What follows belongs to an exercise in optimizing a design on an open flow for small area; a production flow would make more cautious choices.
The RTL was checked by simulation tests, not by an equivalence proof against the original design.
No activity file was given, so power comes from the tool's default toggle rates.

==> flow/design.v <==
module data_enable (
	input i_clk,
	input i_rst,
	output o_ce,
	output o_pclk,
	output o_data_enable,
	output [8:0] o_col,
	output [8:0] o_row
);
reg [11:0] t;
reg [8:0] vc;
wire wrap_h = ~t[11] & (&t[10:8]) & (&t[6:0]);
wire wrap_v = vc[8] & ~vc[7] & (&vc[3:0]);
reg [11:0] t_inc;
reg [8:0] v_inc;
reg c;
integer i;
always @*
begin
	c = 1'b1;
	for (i = 0; i < 12; i = i + 1)
	begin
		t_inc[i] = t[i] ^ c;
		c = c & t[i];
	end
	c = wrap_h;
	for (i = 0; i < 9; i = i + 1)
	begin
		v_inc[i] = vc[i] ^ c;
		c = c & vc[i];
	end
end
always @ (posedge i_clk)
begin
	if (i_rst)
	begin
		t <= 12'd3918;
		vc <= 9'd494;
	end
	else
	begin
		if (wrap_h) t <= 12'd3916;
		else t <= t_inc;
		if (wrap_h & wrap_v) vc <= 9'd494;
		else vc <= v_inc;
	end
end
assign o_ce = t[1] & t[0];
assign o_pclk = ~t[1];
assign o_data_enable = ~t[11] & ~(vc[8] & vc[7]);
assign o_col = t[10:2];
assign o_row = vc;
endmodule
module debouncer (
	input i_clk,
	input i_rst,
	input i_ce,
	input i_switch,
	output reg o_switch,
	output o_rise
);
localparam [15:0] P = 16'haaaa;
localparam [15:0] F = 16'hf2fe ^ P;
localparam [15:0] R = 16'h0003 ^ P;
reg [15:0] q;
reg r_last;
wire full = (q == F);
wire clr = i_ce & ~((i_switch ^ o_switch) & ~full);
wire fb = ~(q[15] ^ q[13] ^ q[12] ^ q[10]);
always @ (posedge i_clk)
begin
	if (i_rst)
	begin
		q <= R;
		o_switch <= 1'b0;
		r_last <= 1'b0;
	end
	else
	begin
		if (clr) q <= P;
		else q <= {~q[14:0], fb};
		if (i_ce)
		begin
			r_last <= o_switch;
			if (full) o_switch <= i_switch;
		end
	end
end
assign o_rise = o_switch & ~r_last;
endmodule
module player #(
	parameter start_k = 1) (
	input i_clk,
	input i_rst,
	input i_ce,
	input i_up,
	input i_down,
	output reg [4:0] k
);
reg [4:0] k_next;
reg c;
integer i;
always @*
begin
	c = 1'b1;
	for (i = 0; i < 5; i = i + 1)
	begin
		k_next[i] = k[i] ^ c;
		c = c & (k[i] ^ ~i_down);
	end
end
wire move = i_ce & (i_down ? (k != 5'd22) : (i_up & (k != 5'd0)));
	always @ (posedge i_clk)
	begin
		if (i_rst) k <= start_k;
		else if (move) k <= k_next;
	end
endmodule
module ball (
	input i_clk,
	input i_rst,
	input i_ce,
	input [8:0] i_col,
	input [8:0] i_row,
	input [4:0] i_k1,
	input [4:0] i_k2,
	output o_color
);
reg [8:0] x;
reg [8:0] y;
reg dir_x;
reg dir_y;
reg [11:0] cnt;
function [8:0] sub9(input [8:0] a, input [8:0] b);
	integer i;
	reg c;
	begin
		c = 1'b1;
		for (i = 0; i < 9; i = i + 1)
		begin
			sub9[i] = a[i] ^ ~b[i] ^ c;
			c = (a[i] & ~b[i]) | (c & (a[i] | ~b[i]));
		end
	end
endfunction
function [8:0] step9(input [8:0] a, input up, input en);
	integer i;
	reg c;
	begin
		c = en;
		for (i = 0; i < 9; i = i + 1)
		begin
			step9[i] = a[i] ^ c;
			c = c & (a[i] ^ ~up);
		end
	end
endfunction
function [8:0] ten(input [4:0] k);
	integer i;
	reg c;
	reg [5:0] hi;
	reg a, b;
	begin
		c = 1'b0;
		for (i = 0; i < 6; i = i + 1)
		begin
			a = (i < 5) ? k[i] : 1'b0;
			b = (i + 2 < 5) ? k[i+2] : 1'b0;
			hi[i] = a ^ b ^ c;
			c = (a & b) | (c & (a ^ b));
		end
		ten = {hi, k[1:0], 1'b0};
	end
endfunction
reg [11:0] cnt_inc;
reg cc;
integer j;
always @*
begin
	cc = i_ce;
	for (j = 0; j < 12; j = j + 1)
	begin
		cnt_inc[j] = cnt[j] ^ cc;
		cc = cc & cnt[j];
	end
end
wire c0 = ~|cnt;
wire c2 = ~|cnt[11:2] & cnt[1] & ~cnt[0];
wire x_lo = ~|x[8:3] & ~x[1];           
wire x_hi = (&x[8:6]) & x[4] & x[2];    
wire [8:0] d = sub9(y, ten(x[8] ? i_k2 : i_k1));
wire in_p = (d <= 9'd45);
wire flip_x = ((x_lo & x[0]) | (x_hi & ~x[0])) & in_p;
wire flip_y = ~|y | (y[8] & y[3]);
wire out = (x_lo & ~x[0]) | (x_hi & x[0]);
wire chk = i_ce & c2;
wire ld = i_rst | (chk & out);
	always @ (posedge i_clk)
	begin
		if (ld)
		begin
			x <= 9'd235;
			y <= 9'd135;
		end
		else
		begin
			x <= step9(x, dir_x, i_ce & c0);
			y <= step9(y, dir_y, i_ce & c0);
		end
		if (i_rst)
		begin
			dir_x <= 1'b0;
			dir_y <= 1'b0;
		end
		else if (chk)
		begin
			if (flip_x) dir_x <= ~dir_x;
			if (flip_y) dir_y <= ~dir_y;
		end
	end
	always @ (posedge i_clk)
		if (i_rst) cnt <= 12'd0;
		else cnt <= cnt_inc;
wire [8:0] dc = sub9(i_col, x);
wire [8:0] dr = sub9(i_row, y);
assign o_color = (~|dc[8:3] & ~(dc[2] & (dc[1] | dc[0]))) & (~|dr[8:3] & ~(dr[2] & (dr[1] | dr[0])));
endmodule
module LCD_AT043TN25_DE2_115 (
	input i_clk,
	input i_rst,
	input [3:0] i_sw,
	output o_clk,
	output o_data_enable,
	output [7:0] o_red,
	output [7:0] o_green,
	output [7:0] o_blue
);
wire w_ce;
wire [3:0] w_rise;
wire [3:0] w_sw;
wire [8:0] w_col;
wire [8:0] w_row;
wire [4:0] w_k1;
wire [4:0] w_k2;
wire w_ball;
function [8:0] sub9(input [8:0] a, input [8:0] b);
	integer i;
	reg c;
	begin
		c = 1'b1;
		for (i = 0; i < 9; i = i + 1)
		begin
			sub9[i] = a[i] ^ ~b[i] ^ c;
			c = (a[i] & ~b[i]) | (c & (a[i] | ~b[i]));
		end
	end
endfunction
function [8:0] ten(input [4:0] k);
	integer i;
	reg c;
	reg [5:0] hi;
	reg a, b;
	begin
		c = 1'b0;
		for (i = 0; i < 6; i = i + 1)
		begin
			a = (i < 5) ? k[i] : 1'b0;
			b = (i + 2 < 5) ? k[i+2] : 1'b0;
			hi[i] = a ^ b ^ c;
			c = (a & b) | (c & (a ^ b));
		end
		ten = {hi, k[1:0], 1'b0};
	end
endfunction
	data_enable DE (.i_clk(i_clk), .i_rst(i_rst), .o_ce(w_ce), .o_pclk(o_clk), .o_data_enable(o_data_enable), .o_col(w_col), .o_row(w_row));
	debouncer db1 (.i_clk(i_clk), .i_rst(i_rst), .i_ce(w_ce), .i_switch(i_sw[0]), .o_switch(w_sw[0]), .o_rise(w_rise[0]));
	debouncer db2 (.i_clk(i_clk), .i_rst(i_rst), .i_ce(w_ce), .i_switch(i_sw[1]), .o_switch(w_sw[1]), .o_rise(w_rise[1]));
	debouncer db3 (.i_clk(i_clk), .i_rst(i_rst), .i_ce(w_ce), .i_switch(i_sw[2]), .o_switch(w_sw[2]), .o_rise(w_rise[2]));
	debouncer db4 (.i_clk(i_clk), .i_rst(i_rst), .i_ce(w_ce), .i_switch(i_sw[3]), .o_switch(w_sw[3]), .o_rise(w_rise[3]));
	player #(.start_k(1)) player1 (.i_clk(i_clk), .i_rst(i_rst), .i_ce(w_ce), .i_up(w_rise[0]), .i_down(w_rise[1]), .k(w_k1));
	player #(.start_k(4)) player2 (.i_clk(i_clk), .i_rst(i_rst), .i_ce(w_ce), .i_up(w_rise[2]), .i_down(w_rise[3]), .k(w_k2));
	ball b1 (.i_clk(i_clk), .i_rst(i_rst), .i_ce(w_ce), .i_col(w_col), .i_row(w_row), .i_k1(w_k1), .i_k2(w_k2), .o_color(w_ball));
	wire [8:0] r = sub9(w_row, ten(w_col[8] ? w_k2 : w_k1));
	wire in_rows = ~|r[8:6] & (r[5:0] < 6'd50);
	wire c1 = ~|w_col[8:3] & ~(w_col[2] & (w_col[1] | w_col[0]));
	wire c2 = (w_col[8:3] == 6'b111011) & (w_col[2:0] != 3'd0) & (w_col[2:0] != 3'd1) & (w_col[2:0] != 3'd7);
	wire p1 = c1 & in_rows;
	wire p2 = c2 & in_rows;
	assign o_red = {8{p1 | p2}};
	assign o_green = {8{p1 | p2 | w_ball}};
	assign o_blue = {8{p2 | w_ball}};
endmodule
==> flow/run.sh <==
#!/bin/bash
# synth_recipe.tcl (not shown) runs the flow's synth.tcl, then flattens the netlist and writes it again
# the make line also repeats each setting of config.mk as NAME=value (left out here)
make -C /OpenROAD-flow-scripts/flow DESIGN_CONFIG=/design/flow/config.mk WORK_HOME=/design/flow/orfs CLKGATE_MAP_FILE= SYNTH_SCRIPT=/design/flow/synth_recipe.tcl finish
==> flow/config.mk <==
export PLATFORM = sky130hd
export DESIGN_NAME = LCD_AT043TN25_DE2_115
export DESIGN_NICKNAME = LCD_AT043TN25_DE2_115
export VERILOG_FILES = /design/flow/design.v
export SDC_FILE = /design/flow/constraint.sdc
export NUM_CORES = 4
export LEC_CHECK = 0
export CAP_MARGIN = 20
export CORE_MARGIN = 2
export CORE_UTILIZATION = 40
export SLEW_MARGIN = 20
==> flow/constraint.sdc <==
create_clock -name core_clock -period 10.0 [get_ports {i_clk}]
set_input_delay 2.0000 -clock core_clock [delete_from_list [all_inputs] [get_ports {i_clk}]]
set_output_delay 2.0000 -clock core_clock [all_outputs]
set_load 0.01 [all_outputs]
==> metrics.csv <==
metric,value,unit
status,no timing/DRC/antenna violations,
CTS root buf,clkbuf_16,
drc violations,0,
critical path endpoint category,primary output,
CTS-repair resized insts,0,
H-tree depth,4,
postcts setup bufs,0,
row cnt,47,
clk buf depth,2,
post-synthesis mux area share,0.0336,
CP most frequent cell,fa_1,
register bit count reported by yosys,135,
dpl hpwl,9140,um
largest net degree at the start of global routing,61,
hold_ws,0.373,ns
main flop type after synthesis,dfxtp_1,
Avg Inst Size Synth,9.60,um2
Seq pwr share,0.466,
DR iter-0 viols,179,
Hold Crit Class,reg2reg,
via/cell ratio,4.93,
area of the multi-input gates,0.00357,mm2
die height,134,um
RSZ-0062 raised after global routing,false,
setup TNS,0,ns
switching power share of the total,0.232,
Compound-Gate Fraction of Synth Area,0.0418,
P_int,922,uW
Filler Cells Inserted,1562,
synth unique cells,47,
Final ANT Viol Nets,0,
Routed WL,12600,um
slowest CP cell,clkdlybuf4s50_1,
Post-Synth XOR/XNOR Area,0.0793,
number of global-route vias before repair,4741,
VDD IR max,138,uV
critical-path cell list,mux2_2 -> ha_1 -> fa_1 -> fa_1 -> fa_1 -> fa_1 -> inv_1 -> fa_1 -> inv_1 -> fa_1 -> nor4b_1 -> nand2_1 -> a21oi_1 -> nand2b_1 -> clkdlybuf4s50_1,
Post-synth EDFFs,0,
Die X,134,um
Worst-Margin Slew,0.814,ns
first-pass GRT wire length,22100,um
Syn Std Cell Area,0.00674,mm2
Post-Synthesis Cells,702,
# IOs,32,
R2R Setup Slk,5.42,ns
# port buffers,31,
combinational share of power,0.053,
1st-pass router iterations,7,
Hold Fails Final Rpt,0,
Post-Synth Adder-Cell Area,0.161,
clock latency on the worst-skew pair,0.42,ns
Pwr Density,157,mW/mm2
Mapped Nets,777,
routability cong.,0.782,
Setup Skew,0.00545,ns
Tmin final,7.67,ns
most frequent cells in the layout,"135 x dfxtp_1, 64 x nor2_1, 60 x nand2_1",
main combinational cell family by area after synthesis,simple AND/OR/NAND/NOR gates,
max-slew violation count,0,
CP Data Arrival Time,5.67,ns
Worst Setup Start Kind,register,
Reg area,0.00270,mm2
per-cell routed wire length,13.4,um
clock edge transition at the registers on the reported setup and hold paths,0.06,ns
CP required,8.00,ns
maximum clock frequency,0.130,GHz
initial antenna violation count,0,
cts hold-fix bufs,0,
Total GRT Usage,0.154,
worst stage delay on the critical path,0.59,ns
CTS tree,done,
layout cells sized above 1,0.0710,
asr flop ratio synth,0,
maxcap violations,0,
Area Growth Syn to Fin,13.1,%
Setup CP Type,reg2out,
net switching power,279,uW
final worst path period share,0.767,
core area,0.0165,mm2
Initial Utilization,0.408,
Final #Nets,781,
Synth Area in Simple Gates,0.213,
setup violators final,0,
largest fanout on the critical path,9,
leakage,0.00313,uW
"most common cell after layout, fill and taps aside",dfxtp_1,
Die ar.,0.0179,mm2
clock sinks,135,
diode count,0,
routed vias,4629,
cts bufs inserted,17,
Yosys warnings,6,
gr ovfl total,0,
clock group share of total power,0.481,
sequential element share of the synthesized area,0.401,
Max-slew headroom,0.453,
area by class of cell:
| type | instances | share of cell area |
|---|---|---|
| clock inverter | 11 | 0.0133 |
| clock buffer | 20 | 0.0586 |
| tap | 220 | 0.0361 |
| timing repair buffer | 35 | 0.0440 |
| inverter | 52 | 0.0256 |
| multi-input combinational | 465 | 0.468 |
| sequential | 135 | 0.354 |
state kept, by name (all words and copies together), names as in the netlist, 5 cells and up:
name / flops
db1.q: 16
db2.q: 16
db3.q: 16
db4.q: 16
DE.t: 12
b1.cnt: 12
DE.vc: 9
b1.x: 9
b1.y: 9
player1.k: 5
player2.k: 5
final timing paths:
kind / start / to / cells past startpoint
worst min-delay path: db2.q[6] / db2.q[7] / 1
worst max-delay path: DE.t[10] / o_green[0] / 15
worst max register to register: b1.x[8] / b1.dir_x / 13
worst min register to register: db2.q[6] / db2.q[7] / 1
power by group through the flow:
| stage | Combinational (uW) | Clock, uW | Sequential, uW |
|---|---|---|---|
| floorplan | 49.5 | 0 | 567 |
| global placement | 61.0 | 0 | 570 |
| detailed placement | 64.5 | 0 | 571 |
| CTS | 64.9 | 592 | 559 |
| global route | 73.1 | 612 | 560 |
| finish | 63.6 | 578 | 559 |
per-stage QoR:
stage	util	instance area, um2	std cells	total power, uW	setup slack [ns]
finish	0.461	7630	938	1200	2.33
global route	0.461	7630	938	1250	1.92
CTS	0.461	7630	938	1220	2.34
detailed placement	0.428	7080	907	635	2.81
global placement	0.428	7080	907	631	2.98
floorplan	-	6740	702	616	3.44
cells in the mapped netlist, types with 2 or more instances:
library cell    n  area [um2]
a21o_1          2        15.0
a21oi_1        14        70.1
and2_1          7        43.8
and3_1          8        50.1
and4_1          2        17.5
buf_2           2        10.0
buf_4          22         165
clkbuf_1       24        90.1
dfxtp_1       135        2700
fa_1           30         601
ha_1           39         488
inv_1          52         195
mux2_2          5        56.3
mux2i_1        17         170
nand2_1        60         225
nand2b_1        8        50.1
nand3_1        19        95.1
nand3b_1        6        45.0
nand4_1         8        50.1
nor2_1         64         240
nor2b_1        16         100
nor3_1         16        80.1
nor4_1         14        87.6
nor4_4          2        42.5
nor4b_1         8        70.1
nor4bb_1        4        40.0
o2111ai_1       2        17.5
o211ai_1        6        45.0
o21ai_0         8        40.0
o21bai_1        3        22.5
o31ai_1         6        45.0
or2_2           4        25.0
or3_1          11        68.8
or3b_2          3        26.3
or4_1           4        30.0
xnor2_1        35         307
xor2_1         26         228
logic make-up (layout without fill, tap and decap cells):
| group | count (synthesis) | in the layout |
|---|---|---|
| muxes | 22 | 22 |
| xor gates and xnor gates | 61 | 61 |
| and+or+nand+nor | 269 | 269 |
| buffers and inverters | 102 | 118 |
| AOI/OAI and AO/OA | 44 | 44 |
| adders and majority gates | 69 | 69 |
| DFF | 135 | 135 |
layer usage:
metal,GRT usage,vias to the layer above,wire length [um]
met3,0.0370,16,411
met1,0.189,2228,5870
met5,0,-,0
met4,0.0579,0,209
met2,0.262,61,6110
li1,-,2324,-
worst max-delay path, delay by kind of cell (launching register included):
family	cells	cell delay [ns]
AO/OA/AOI/OAI	1	0.44
adder cells (fa/ha/maj)	7	2.41
buffers and inverters	3	0.72
flip-flops	1	0.58
multiplexers	1	0.41
AND/OR/NAND/NOR	3	0.70

what the ideal ports hide:
No port has a modelled driver above. Below, the same layout with a new extraction and two added sets of constraints.
Step 1: set_driving_cell puts a clkbuf_16 on i_clk and a buf_2 on each other input, an assumption about the parent block.
Step 2 moves the port delays by t, midway between the first and last clock arrival at a register: inputs arrive t later, outputs are due t later. That takes back most of the time a late clock gives input paths.
Three values: ideal, step 1, step 2; two values: the first two.
t, ns: 0.456
setup slack, ns: 2.331 / 2.288 / 2.744
worst setup path after step 2: register to output
clock arrival spread, ns: 0.006 / 0.006
worst slew at a driven data input, ns: 0.03
After both steps this run still meets setup and hold. For this run, drivers alone change the setup slack by -0.043 ns; drivers and shift together by +0.413 ns.
